This design comes from an exercise in tuning for small area, a short achievable clock period and few clock cycles per item on the open sky130 flow, not from production work. Only simulation tests tie the RTL to the original design; equivalence was not proved. Power figures rest on the tool's default switching activity, not on a simulated workload.

// kadai4
module kadai4 (
    input CLK,
    input RST,
    input [7:0] A,
    input [7:0] B,
    input ACK,
    input START,
    input HALT,
    output [15:0] X,
    output X_VALID,
    output REQ_AB
);
localparam  S_IDLE = 2'd0,
            S_INPUT = 2'd1,
            S_OUTPUT = 2'd2;
reg [15:0] r0, r1, r2, r3, r4, r5, r6, r7;
reg [23:0] e;
reg [1:0] st;
reg [2:0] cnt;       
reg [2:0] w;         
reg req;
reg vld;
wire abort = RST | HALT;
wire acc = req & ACK;
wire [23:0] part;
wire [15:0] prod;
mult_s1 ml1 (
    .a(r5[15:8]),
    .b(r5[7:0]),
    .e(part)
);
mult_s2 ml2 (
    .a(r6[15:8]),
    .b(r6[7:0]),
    .e(e),
    .x(prod)
);
always @(posedge CLK) begin
    r0 <= acc ? {A, B} : r6;
    r1 <= r0;
    r2 <= r1;
    r3 <= r2;
    r4 <= r3;
    r5 <= r4;
    r6 <= r5;
    e <= part;
    r7 <= prod;
end
always @(posedge CLK) begin
    if (abort) begin
        st <= S_IDLE;
        req <= 1'b0;
        vld <= 1'b0;
    end else begin
        case (st)
            S_IDLE:
                if (START) begin
                    st <= S_INPUT;
                    req <= 1'b1;
                    cnt <= 3'd0;
                end
            S_INPUT:
                if (acc) begin
                    cnt <= cnt + 3'd1;
                    if (cnt == 3'd7) begin
                        st <= S_OUTPUT;
                        req <= 1'b0;
                        vld <= 1'b1;
                    end
                end else if (req) begin
                    req <= 1'b0;
                    w <= 3'd6;
                end else begin
                    w <= w - 3'd1;
                    if (w == 3'd1) req <= 1'b1;
                end
            default: begin
                cnt <= cnt + 3'd1;
                if (cnt == 3'd7) begin
                    st <= S_IDLE;
                    vld <= 1'b0;
                end
            end
        endcase
    end
end
assign X = r7;
assign X_VALID = vld;
  ...
clock: 5.0 ns
lec_check: 0
abc_clock_period_in_ps: 2000
cap_margin: 20
core_margin: 2
core_utilization: 40
cts_buf_list: sky130_fd_sc_hd__clkbuf_8
cts_cluster_diameter: 100
cts_cluster_size: 30
setup_slack_margin: 3.0
slew_margin: 20
standard.sh (not shown) runs the stock make flow with config.mk's settings and CLKGATE_MAP_FILE= SYNTH_SCRIPT=/design/flow/synth_recipe.tcl, a recipe that flattens the netlist after the stock synthesis.
==> flow/flow/run.sh <==
#!/bin/bash
# The standard layout, with Yosys's full-adder extraction left out: the adder
# trees are mapped by ABC from plain gates instead of sky130 fa/ha cells.
set -euo pipefail
bash standard.sh ADDER_MAP_FILE= finish > flow.log 2>&1
Testbench counts at the start, summed over its fixed seeds: cycles 3,264, items 1,536.
Then changed:
==> flow/flow/run.sh (replaced) <==
#!/bin/bash
# The standard layout, with Yosys's full-adder extraction left out (the adder
# trees are mapped by ABC from plain gates instead of sky130 fa/ha cells),
# plain buffers on the ports, and no dummy loads in the clock tree.
set -euo pipefail
bash standard.sh ADDER_MAP_FILE= \
  "BUFFER_PORTS_ARGS=-buffer_cell sky130_fd_sc_hd__buf_2" \
  "CTS_ARGS=-sink_clustering_enable -repair_clock_nets -dont_use_dummy_load -sink_clustering_size 40 -sink_clustering_max_diameter 150 -buf_list {sky130_fd_sc_hd__clkbuf_4 sky130_fd_sc_hd__clkbuf_8}" \
  finish > flow.log 2>&1
Outcome:
- The new run completed without violations
- routed wire length is lower by a few percent
- die area does not change
- core utilization is lower by 1.9 points
- setup slack degrades by 16 ps
- synthesized area does not change
- final area is lower by a few percent
- count of clock-buffer cells in the layout is lower by 1
- power is lower by roughly a tenth
- fmax is lower slightly
- sequential share of layout area is higher by 1.9 points
- worst hold slack degrades by 10 ps

Setup of run 1:
Another version of the RTL of kadai4 (not shown whole).
Size: about 160 flip-flops, ~39 I/O pins, roughly 6200 um^2 of cells after synthesis.
clock: 5.0 ns
lec_check: 0
abc_area: 1
abc_clock_period_in_ps: 2000
cap_margin: 20
core_margin: 2
core_utilization: 40
cts_buf_list: sky130_fd_sc_hd__clkbuf_8
cts_cluster_diameter: 100
cts_cluster_size: 30
setup_slack_margin: 3.0
slew_margin: 20
==> flow/flow/run.sh <==
#!/bin/bash
# The standard layout, with Yosys's full-adder extraction left out (the adder
# trees are mapped by ABC from plain gates instead of sky130 fa/ha cells),
# plain buffers on the ports, and no dummy loads in the clock tree.
set -euo pipefail
bash standard.sh ADDER_MAP_FILE= \
  "BUFFER_PORTS_ARGS=-buffer_cell sky130_fd_sc_hd__buf_2" \
  "CTS_ARGS=-repair_clock_nets -dont_use_dummy_load -buf_list sky130_fd_sc_hd__clkbuf_8" \
  finish > flow.log 2>&1
Testbench counts of run 1, summed over its fixed seeds: cycles 3,264, items 1,536.
Relative to run 1, the following input files were edited for run 2:
# run 1
export LEC_CHECK = 0
export ABC_AREA = 1
export ABC_CLOCK_PERIOD_IN_PS = 2000
export CAP_MARGIN = 20
export CORE_MARGIN = 2
export CORE_UTILIZATION = 40
export CTS_BUF_LIST = sky130_fd_sc_hd__clkbuf_8
export CTS_CLUSTER_DIAMETER = 100
export CTS_CLUSTER_SIZE = 30
export SETUP_SLACK_MARGIN = 3.0
export SLEW_MARGIN = 20
create_clock -name core_clock -period 5.0 [get_ports {CLK}]
# run 2
export LEC_CHECK = 0
export ABC_AREA = 1
export ABC_CLOCK_PERIOD_IN_PS = 2000
export CAP_MARGIN = 20
export CORE_MARGIN = 2
export CORE_UTILIZATION = 40
export CTS_BUF_LIST = sky130_fd_sc_hd__clkbuf_8
export CTS_CLUSTER_DIAMETER = 100
export CTS_CLUSTER_SIZE = 30
export SETUP_SLACK_MARGIN = 3.12
export SLEW_MARGIN = 20
create_clock -name core_clock -period 5.0 [get_ports {CLK}]
-- flow/flow/run.sh --
<<< run 1, line 6
bash standard.sh ADDER_MAP_FILE= \
  "BUFFER_PORTS_ARGS=-buffer_cell sky130_fd_sc_hd__buf_2" \
  "CTS_ARGS=-repair_clock_nets -dont_use_dummy_load -buf_list sky130_fd_sc_hd__clkbuf_8" \
  finish > flow.log 2>&1
>>> run 2, line 6
bash standard.sh ADDER_MAP_FILE= \
  "BUFFER_PORTS_ARGS=-buffer_cell sky130_fd_sc_hd__buf_2" \
  "CTS_ARGS=-sink_clustering_enable -repair_clock_nets -dont_use_dummy_load -sink_clustering_size 30 -sink_clustering_max_diameter 100 -buf_list sky130_fd_sc_hd__clkbuf_8" \
  finish > flow.log 2>&1
Results
Half-perimeter wire length after detailed placement: run 2 < run 1
Cell area: run 2 vs run 1 up 2.8%
From run 1 to run 2 the numbers moved as follows: transition at the pin with the smallest max-transition slack shows a reduction of 0.037 ns; post-cts repair resize count now larger; worst setup slack saw an increase; pre-CTS setup slack has decreased.
Here is what was changed in the inputs of run 3 compared with run 2.
# run 2
export LEC_CHECK = 0
export ABC_AREA = 1
export ABC_CLOCK_PERIOD_IN_PS = 2000
export CAP_MARGIN = 20
export CORE_MARGIN = 2
export CORE_UTILIZATION = 40
export CTS_BUF_LIST = sky130_fd_sc_hd__clkbuf_8
export CTS_CLUSTER_DIAMETER = 100
export CTS_CLUSTER_SIZE = 30
export SETUP_SLACK_MARGIN = 3.12
export SLEW_MARGIN = 20
create_clock -name core_clock -period 5.0 [get_ports {CLK}]
# run 3
export LEC_CHECK = 0
export ABC_AREA = 1
export ABC_CLOCK_PERIOD_IN_PS = 1600
export CAP_MARGIN = 20
export CORE_MARGIN = 2
export CORE_UTILIZATION = 40
export CTS_BUF_LIST = sky130_fd_sc_hd__clkbuf_8
export CTS_CLUSTER_DIAMETER = 100
export CTS_CLUSTER_SIZE = 30
export SETUP_SLACK_MARGIN = 3.0
export SLEW_MARGIN = 20
create_clock -name core_clock -period 5.0 [get_ports {CLK}]
Run 3: PASS, flow complete, no timing, DRC or antenna violations. Run 3 vs run 2: combinational power share down in run 3. Fraction of layout instances using a drive strength above 1 delta for run 3 relative to run 2: 3.6 points lower. Compared with run 2, run 3 shows a lower worst setup slack. Delta(data-path buffer share of cell area in the final layout, run 3 - run 2) < 0.
Here is what was changed in the inputs of run 4 compared with run 3.
# run 3
export LEC_CHECK = 0
export ABC_AREA = 1
export ABC_CLOCK_PERIOD_IN_PS = 1600
export CAP_MARGIN = 20
export CORE_MARGIN = 2
export CORE_UTILIZATION = 40
export CTS_BUF_LIST = sky130_fd_sc_hd__clkbuf_8
export CTS_CLUSTER_DIAMETER = 100
export CTS_CLUSTER_SIZE = 30
export SETUP_SLACK_MARGIN = 3.0
export SLEW_MARGIN = 20
create_clock -name core_clock -period 5.0 [get_ports {CLK}]
# run 4
export LEC_CHECK = 0
export ABC_AREA = 1
export ABC_CLOCK_PERIOD_IN_PS = 2000
export CAP_MARGIN = 20
export CORE_MARGIN = 2
export CORE_UTILIZATION = 40
export CTS_BUF_LIST = sky130_fd_sc_hd__clkbuf_8
export CTS_CLUSTER_DIAMETER = 100
export CTS_CLUSTER_SIZE = 30
export SETUP_SLACK_MARGIN = 3.0
export SLEW_MARGIN = 20
create_clock -name core_clock -period 5.0 [get_ports {CLK}]
==> flow/flow/run.sh <==
#!/bin/bash
# The standard layout, with Yosys's full-adder extraction left out (the adder
# trees are mapped by ABC from plain gates instead of sky130 fa/ha cells),
# plain buffers on the ports, and no dummy loads in the clock tree.
set -euo pipefail
bash standard.sh ADDER_MAP_FILE= \
  "BUFFER_PORTS_ARGS=-buffer_cell sky130_fd_sc_hd__buf_2" \
  "CTS_ARGS=-sink_clustering_enable -repair_clock_nets -dont_use_dummy_load -sink_clustering_size 40 -sink_clustering_max_diameter 300 -buf_list sky130_fd_sc_hd__clkbuf_16" \
  finish > flow.log 2>&1
Results
Run 4 reached the final stage; the timing, design-rule and antenna checks on its layout passed.
From run 4 to run 3, clock-buffer cell count did not move at all.
The lower fraction of power consumed by the clock network of run 4 and run 3 is in run 3.
Worst hold slack: run 3 vs run 4 — no meaningful difference
Any difference in data arrival time of the critical path between run 4 and run 3 is small enough to ignore.
Run 4 vs. run 3: sequential group share of total power shrank by 7.4 points, maximum clock frequency did not really move, setup slack of the critical path after layout did not really move.
Inputs modified between run 4 and run 5:
# run 4
export LEC_CHECK = 0
export ABC_AREA = 1
export ABC_CLOCK_PERIOD_IN_PS = 2000
export CAP_MARGIN = 20
export CORE_MARGIN = 2
export CORE_UTILIZATION = 40
export CTS_BUF_LIST = sky130_fd_sc_hd__clkbuf_8
export CTS_CLUSTER_DIAMETER = 100
export CTS_CLUSTER_SIZE = 30
export SETUP_SLACK_MARGIN = 3.0
export SLEW_MARGIN = 20
create_clock -name core_clock -period 5.0 [get_ports {CLK}]
# run 5
export LEC_CHECK = 0
export ABC_AREA = 1
export ABC_CLOCK_PERIOD_IN_PS = 2000
export CAP_MARGIN = 20
export CORE_MARGIN = 2
export CORE_UTILIZATION = 40
export CTS_BUF_LIST = sky130_fd_sc_hd__clkbuf_8
export CTS_CLUSTER_DIAMETER = 100
export CTS_CLUSTER_SIZE = 30
export SETUP_SLACK_MARGIN = 3.15
export SLEW_MARGIN = 20
export TNS_END_PERCENT = 10
create_clock -name core_clock -period 5.0 [get_ports {CLK}]
==> flow/flow/run.sh <==
#!/bin/bash
# The standard layout, with Yosys's full-adder extraction left out (the adder
# trees are mapped by ABC from plain gates instead of sky130 fa/ha cells),
# plain buffers on the ports, and no dummy loads in the clock tree.
set -euo pipefail
bash standard.sh ADDER_MAP_FILE= \
  "BUFFER_PORTS_ARGS=-buffer_cell sky130_fd_sc_hd__buf_2" \
  "CTS_ARGS=-sink_clustering_enable -repair_clock_nets -dont_use_dummy_load -sink_clustering_size 30 -sink_clustering_max_diameter 100 -buf_list sky130_fd_sc_hd__clkbuf_8" \
  finish > flow.log 2>&1
Findings:
Reported sequential group power across run 5 and run 4: no real change. Detailed-routing wirelength on met1 was lower in the run labelled run 5. In the flow results for run 5 and run 4, the cell count is smaller on run 4. In the reports for run 5 and run 4, the larger number of buffers outside the clock class in the layout belongs to run 5. Run 5 vs. run 4: worst setup margin increased 0.021 ns, number of buffers inserted to repair setup after CTS went up by 1, total length of routed wires lost about 0.3%, share of post-route cells with drive strength above 1 has increased. Run 5: total power after layout 12% below run 4. The net count reported at finish in run 5 sits 8 above the value recorded for run 4.

## what the ideal ports hide
The flow's constraints put no driver on any port. The routed layouts listed below were extracted and timed again, unchanged, in two steps. Step 1 (the two cells are an assumption about what drives the block):
set clk [get_ports {CLK}]
set_driving_cell -lib_cell sky130_fd_sc_hd__clkbuf_16 $clk
set_driving_cell -lib_cell sky130_fd_sc_hd__buf_2 [delete_from_list [all_inputs] $clk]
Step 2 adds t to the input delays and takes it off the output delays; t is the mean of the earliest and latest rising clock arrival at the registers after step 1. Input paths then give back, and output paths get back, about the clock's delay inside the block. Slacks: no drivers / after step 1 / after step 2; pairs: no drivers / after step 1.
run | t (ns) | setup WS [ns] | worst setup path after step 2 | clock arrival spread, ns | worst slew at a driven data input, ns
the first run of note 1 | 0.474 | 2.999 / 2.999 / 2.593 | input to register | 0.010 / 0.010 | 0.04
the second run of note 1 | 0.470 | 2.983 / 2.983 / 2.818 | input to register | 0.028 / 0.028 | 0.04
run 1 | 0.461 | 3.110 / 3.076 / 2.744 | input to register | 0.038 / 0.037 | 0.03
run 2 | 0.458 | 3.130 / 3.094 / 2.908 | input to register | 0.031 / 0.031 | 0.04
run 3 | 0.461 | 3.110 / 3.076 / 2.744 | input to register | 0.038 / 0.037 | 0.03
run 4 | 0.444 | 3.110 / 3.070 / 2.942 | input to register | 0.027 / 0.027 | 0.03
run 5 | 0.457 | 3.131 / 3.095 / 2.902 | input to register | 0.032 / 0.032 | 0.04
After both steps setup and hold are still met in every run listed. For the first run of note 1, which loses most, drivers alone change the setup slack by 0.000 ns; drivers and shift together by -0.406 ns.
